What follows belongs to an exercise in optimizing a design on an open flow for small area, a short achievable clock period and few clock cycles; a production flow would make more cautious choices.

==> run a: inputs <==
## ALU
module ALU #(
    parameter DATA_W = 32
)
(
    input                       i_clk,    
    input                       i_rst_n,  
    input                       i_valid,  
    input [DATA_W - 1 : 0]      i_A,      
    input [DATA_W - 1 : 0]      i_B,      
    input [         2 : 0]      i_inst,   
    output [2*DATA_W - 1 : 0]   o_data,   
    output                      o_done    
);
Settings: LEC_CHECK=0, CAP_MARGIN=20, CORE_MARGIN=2, CORE_UTILIZATION=40, SETUP_SLACK_MARGIN=2.5, SLEW_MARGIN=20; clock period 7.0 ns.
run.sh (not shown) runs the stock make flow with config.mk's settings and CLKGATE_MAP_FILE= SYNTH_SCRIPT=/design/flow/synth_recipe.tcl, a recipe that flattens the netlist after the stock synthesis.
==> run b (differences from run a) <==
==> flow/design.v (replaced) <==
module ALU #(
    parameter DATA_W = 32
)
(
    input                       i_clk,    
    input                       i_rst_n,  
    input                       i_valid,  
    input [DATA_W - 1 : 0]      i_A,      
    input [DATA_W - 1 : 0]      i_B,      
    input [         2 : 0]      i_inst,   
    output [2*DATA_W - 1 : 0]   o_data,   
    output                      o_done    
);
    reg         s_ex, s_mul, s_mulf, s_div, s_divc;
    reg         done;
    reg         x_rs;       
    reg         y_hc;       
    reg         y_sx;       
    reg         inv;        
    reg         e_sum, e_slt, e_div;  
    reg         e_sub;      
    reg  [4:0]  cnt;
    reg  [31:0] hi, lo;     
    reg  [31:0] opb;        
    reg  [31:0] hc;         
    reg         cy;         
    reg         rs;         
    reg         satf, sats; 
    reg         sltf;       
    wire        idle = ~(s_ex | s_mul | s_mulf | s_div | s_divc);
    assign o_data = {hi, satf ? {sats, {31{~sats}}} : {lo[31:1], lo[0] | sltf}};
    assign o_done = done;
    wire [35:0] p0 = {4'd0, opb & {32{lo[0]}}};
    wire [35:0] p1 = {3'd0, opb & {32{lo[1]}}, 1'b0};
    wire [35:0] p2 = {2'd0, opb & {32{lo[2]}}, 2'b0};
    wire [35:0] p3 = {1'd0, opb & {32{lo[3]}}, 3'b0};
    wire [35:0] p4 = {4'd0, hi};
    wire [35:0] p5 = {4'd0, hc};
    wire [35:0] s1a = p0 ^ p1 ^ p2;
    wire [35:0] c1a = {((p0 & p1) | (p0 & p2) | (p1 & p2)), 1'b0};
    wire [35:0] s1b = p3 ^ p4 ^ p5;
    wire [35:0] c1b = {((p3 & p4) | (p3 & p5) | (p4 & p5)), 1'b0};
    wire [35:0] s2  = s1a ^ c1a ^ s1b;
    wire [35:0] c2  = {((s1a & c1a) | (s1a & s1b) | (c1a & s1b)), 1'b0};
    wire [35:0] s3  = s2 ^ c2 ^ c1b;
    wire [35:0] c3  = {((s2 & c2) | (s2 & c1b) | (c2 & c1b)), 1'b0};
    wire [4:0]  nib = {1'b0, s3[3:0]} + {1'b0, c3[3:0]} + {4'd0, cy};
    wire [31:0] xa    = hi;
    wire        xs    = (x_rs & rs) | (y_sx & hi[31]);
    wire [31:0] ya    = opb ^ {32{inv}};
    wire        ys    = (y_sx & opb[31]) ^ inv;
    wire        ac    = inv | e_sub | (y_hc & cy);
    wire [32:0] sum;
    pfx_add #(33) u_add (.a({xs, xa}), .b({ys, ya}), .c(ac), .s(sum));
    integer k;
    reg  [31:0] brev;
    always @(*) for (k = 0; k < 32; k = k + 1) brev[k] = opb[31-k];
    wire [31:0] shin  = s_ex ? brev : i_A;
    wire [4:0]  shamt = s_ex ? cnt : i_B[4:0];
    wire        fill  = ~s_ex & i_A[31];
    wire [63:0] shx   = {{32{fill}}, shin} >> shamt;
    reg  [31:0] bnorm;
    always @(*) for (k = 0; k < 32; k = k + 1) bnorm[k] = shx[31-k];
    wire        bbig  = |i_B[31:5];
    wire [31:0] sra   = bbig ? {32{i_A[31]}} : shx[31:0];
    reg  [4:0]  clzb, clza;
    always @(*) begin
        clzb = 5'd31;
        clza = 5'd31;
        for (k = 0; k < 32; k = k + 1) begin
            if (i_B[k]) clzb = 5'd31 - k[4:0];
            if (i_A[k]) clza = 5'd31 - k[4:0];
        end
    end
    wire        bzero = ~|i_B;
    wire [4:0]  dlz   = clzb - clza;
    wire        aless = clza > clzb;        
    wire        dp0   = clza == clzb;       
    wire        dnow  = bzero | aless;      
    wire        op_as  = (i_inst == 3'd0) | (i_inst == 3'd1);
    wire        op_sub = (i_inst == 3'd1) | (i_inst == 3'd4);
    wire        op_lo  = (i_inst == 3'd2) | (i_inst == 3'd3) | (i_inst == 3'd5);  
    wire        op_mul = (i_inst == 3'd6);
    wire        op_div = (i_inst == 3'd7);
    reg  [31:0] lo_iss;
    always @(*) begin
        case (i_inst)
            3'd2:    lo_iss = i_A & i_B;
            3'd3:    lo_iss = i_A | i_B;
            3'd5:    lo_iss = sra;
            3'd7:    lo_iss = bzero ? 32'h7fffffff : 32'd0;
            default: lo_iss = i_A;
        endcase
    end
    wire        last  = (cnt == 5'd0);
    wire        rneg  = sum[32];
    wire        ovf   = sum[32] ^ sum[31];
    wire        go      = idle & i_valid;
    wire        n_ex    = go & ~op_lo & ~op_mul & ~(op_div & (dnow | dp0));
    wire        n_mul   = (go & op_mul) | (s_mul & ~last);
    wire        n_mulf  = s_mul & last;
    wire        n_div   = (go & op_div & ~dnow & dp0) | (s_ex & e_div) | (s_div & ~last);
    wire        n_divc  = s_div & last & rneg;
    wire        n_exdiv = go & op_div & ~dnow & ~dp0;    
    wire        n_done  = (go & (op_lo | (op_div & dnow))) | (s_ex & ~e_div) |
                          s_mulf | s_divc | (s_div & last & ~rneg);
    always @(posedge i_clk or negedge i_rst_n) begin
        if (!i_rst_n) begin
            s_ex   <= 1'b0;
            s_mul  <= 1'b0;
            s_mulf <= 1'b0;
            s_div  <= 1'b0;
            s_divc <= 1'b0;
            done   <= 1'b0;
        end else begin
            s_ex   <= n_ex;
            s_mul  <= n_mul;
            s_mulf <= n_mulf;
            s_div  <= n_div;
            s_divc <= n_divc;
            done   <= n_done;
        end
    end
    always @(posedge i_clk) begin
        x_rs  <= n_div | n_divc;
        y_hc  <= n_mulf;
        y_sx  <= n_ex & ~op_div;
        inv   <= (go & op_div & dp0) | (s_ex & e_div) | (s_div & ~last & ~rneg);
        cy    <= idle ? 1'b0 : nib[4];
        rs    <= (idle | s_ex) ? 1'b0 : rneg;
        e_sum <= op_as;
        e_slt <= (i_inst == 3'd4);
        e_div <= op_div;
        e_sub <= idle & op_sub;
        hc   <= idle ? 32'd0 : c3[35:4];
        cnt  <= idle ? (i_inst[0] ? dlz : 5'd7) : s_ex ? cnt : cnt - 5'd1;
        satf <= s_ex & e_sum & ovf;
        sats <= rneg;
        sltf <= s_ex & e_slt & rneg;
        hi <= ({32{idle & (op_as | op_sub | op_div)}} & i_A) |
              ({32{s_mul}} & s3[35:4]) |
              ({32{s_ex & e_div}} & hi) |
              ({32{s_mulf | s_div | s_divc}} & sum[31:0]);
        if (idle)        lo <= lo_iss;
        else if (s_ex)   lo <= {32{e_sum}} & sum[31:0];
        else if (s_mul)  lo <= {nib[3:0], lo[31:4]};
        else if (s_div)  lo <= {lo[30:0], ~rneg};
        if (idle)        opb <= i_B ^ {32{op_sub}};
        else if (s_ex)   opb <= bnorm;
        else if (s_mul & last) opb <= c3[35:4];      
        else if (s_div & ~last) opb <= {1'b0, opb[31:1]};
    end
endmodule
module pfx_add #(parameter N = 36) (
    input  [N-1:0] a,
    input  [N-1:0] b,
    input          c,
    output [N-1:0] s
);
    localparam L = (N < 16) ? 4 : (N < 32) ? 5 : (N < 64) ? 6 : 7;
    wire [N:0] g [0:L];
    wire [N:0] p [0:L];
    assign g[0] = {a & b, c};
    assign p[0] = {a ^ b, 1'b0};
    genvar i, j;
    generate
        for (i = 0; i < L; i = i + 1) begin : lv
            for (j = 0; j <= N; j = j + 1) begin : bt
                if (j >= (1 << i)) begin : m
                    assign g[i+1][j] = g[i][j] | (p[i][j] & g[i][j - (1 << i)]);
                    assign p[i+1][j] = p[i][j] & p[i][j - (1 << i)];
                end else begin : t
                    assign g[i+1][j] = g[i][j];
                    assign p[i+1][j] = p[i][j];
                end
            end
        end
    endgenerate
    assign s = p[0][N:1] ^ g[L][N-1:0];
endmodule
==> flow/flow/run.sh (new file) <==
#!/bin/bash
# The standard layout (the standard.sh: ORFS synthesis to final layout),
# with one ORFS setting changed: the port buffers are buf_2 cells instead of
# the resizer's default pick (a delay cell); every input and output port
# still gets a buffer.
set -euo pipefail
export BUFFER_PORTS_ARGS="-buffer_cell sky130_fd_sc_hd__buf_2"
bash standard.sh > standard.log 2>&1
==> flow/standard.sh (new file) <==
#!/bin/bash
# synth_recipe.tcl (not shown) runs the flow's synth.tcl, then flattens the netlist and writes it again
# the make line also repeats each setting of config.mk as NAME=value (left out here)
make -C /OpenROAD-flow-scripts/flow DESIGN_CONFIG=/design/flow/config.mk WORK_HOME=/design/flow/orfs CLKGATE_MAP_FILE= SYNTH_SCRIPT=/design/flow/synth_recipe.tcl "${@:-finish}"
- SETUP_SLACK_MARGIN: 2.5 -> 3.0
removed: flow/run.sh
==> run c (differences from run a) <==
--- a/flow/design.v
+++ b/flow/design.v
@@ -50,16 +50,16 @@
     wire        xs    = busy ? (x_rs & rs) : i_A[31];
     wire [31:0] yb    = busy ? (y_hc ? hc : opb) : i_B;
     wire        ysb   = ~busy & i_B[31];
     wire        yi    = busy ? inv : op_sub;
     wire [31:0] ya    = yb ^ {32{yi}};
     wire        ys    = ysb ^ yi;
     wire        ac    = yi | (y_hc & cy);
-    wire [35:0] sum;
-    pfx_add #(36) u_add (.a({{4{xs}}, xa}), .b({{4{ys}}, ya}), .c(ac), .s(sum));
+    wire [32:0] sum;
+    pfx_add #(33) u_add (.a({xs, xa}), .b({ys, ya}), .c(ac), .s(sum));
     integer k;
     reg  [31:0] brev;
     always @(*) for (k = 0; k < 32; k = k + 1) brev[k] = opb[31-k];
     wire [31:0] shin  = busy ? brev : i_A;
     wire [4:0]  shamt = busy ? cnt : i_B[4:0];
     wire        fill  = ~busy & i_A[31];
     wire [63:0] shx   = {{32{fill}}, shin} >> shamt;
==> results.py <==
metrics = {
    "grt": {
        "first_global_vias": 16300,
        "grt_max_degree": 49,
        "grt_util_met3": 0.08523,
    },
    "logic_synthesis": {
        "syn-num-nets": 2219,
    },
    "outcome": {
        "status": "no timing/DRC/antenna violations",
    },
    "route": {
        "drtIter0Drc": 2058,
        "top_layer": "met4",
    },
    "sta": {
        "slew-limit-headroom": 0.3376,
        "setup_slack_ps": 2746,
    },
    "place": {
        "dp_slack_ps": 1831,
    },
    "cts": {
        "clk_latency_ps": 470,
    },
}
# the run above: run b

==> results.py <==
metrics = {
    "outcome": {
        "status": "no timing/DRC/antenna violations",
    },
    "route": {
        "top_layer": "met4",
        "drc_errors": 0,
    },
    "final_layout": {
        "fin_cells": 2895,
        "multi_input_gates": 1648,
        "area.growth.synth_to_final_pct": 24.54,
    },
    "sta": {
        "slew-limit-headroom": 0.3318,
        "setup_slack_ps": 1506,
    },
    "setup_path": {
        "cp_max_fo": 6,
    },
    "grt": {
        "grt_util_met3": 0.07955,
        "grt_max_degree": 107,
        "first_global_vias": 18090,
    },
    "cts": {
        "clk_latency_ps": 490,
    },
    "place": {
        "dp_slack_ps": 321.6,
    },
    "logic_synthesis": {
        "syn-num-nets": 2377,
        "syn_inst": 2127,
    },
}
# the run above: run c

==> results.py <==
metrics = {
    "route": {
        "top_layer": "met5",
        "drtIter0Drc": 2180,
    },
    "cts": {
        "ctsHoldBuffers": 0,
    },
    "grt": {
        "grt_util_met3": 0.07615,
        "grt_max_degree": 57,
        "first_global_vias": 18010,
    },
    "sta": {
        "slew-limit-headroom": 0.1917,
        "setup_slack_ps": 1709,
    },
    "logic_synthesis": {
        "syn-num-nets": 2336,
    },
    "outcome": {
        "status": "no timing/DRC/antenna violations",
    },
}
# the run above: run a

Function was not checked in any run of this note: the RTL went through the layout flow alone.

## port drivers added, routing unchanged
The results above use ideal ports. As a check the final layouts listed here were re-extracted and re-timed, cells and wires unchanged.
Step 1 (the two cells are an assumption about what drives the block):
set clk [get_ports {i_clk}]
set_driving_cell -lib_cell sky130_fd_sc_hd__clkbuf_16 $clk
set_driving_cell -lib_cell sky130_fd_sc_hd__buf_2 [delete_from_list [all_inputs] $clk]
Step 2 times the ports against the registers' clock, not the clock port: input delays grow and output delays shrink by t, the midpoint of the rising clock arrivals with the driver on.
Slacks: ideal / step 1 / step 2; pairs: ideal / step 1.
run	shift t [ns]	setup slack, ns	latest minus earliest clock arrival (ns)	cell pins on the clock port's net
run a	0.544	1.709 / 1.738 / 1.194	0.019 / 0.019	1
run b	0.526	2.746 / 2.752 / 2.226	0.016 / 0.017	1
run c	0.536	1.506 / 1.533 / 0.997	0.023 / 0.023	1
After both steps every run listed still meets setup and hold. The setup slack of run b, which loses most, moves by +0.006 ns with the drivers and by -0.520 ns with both steps.
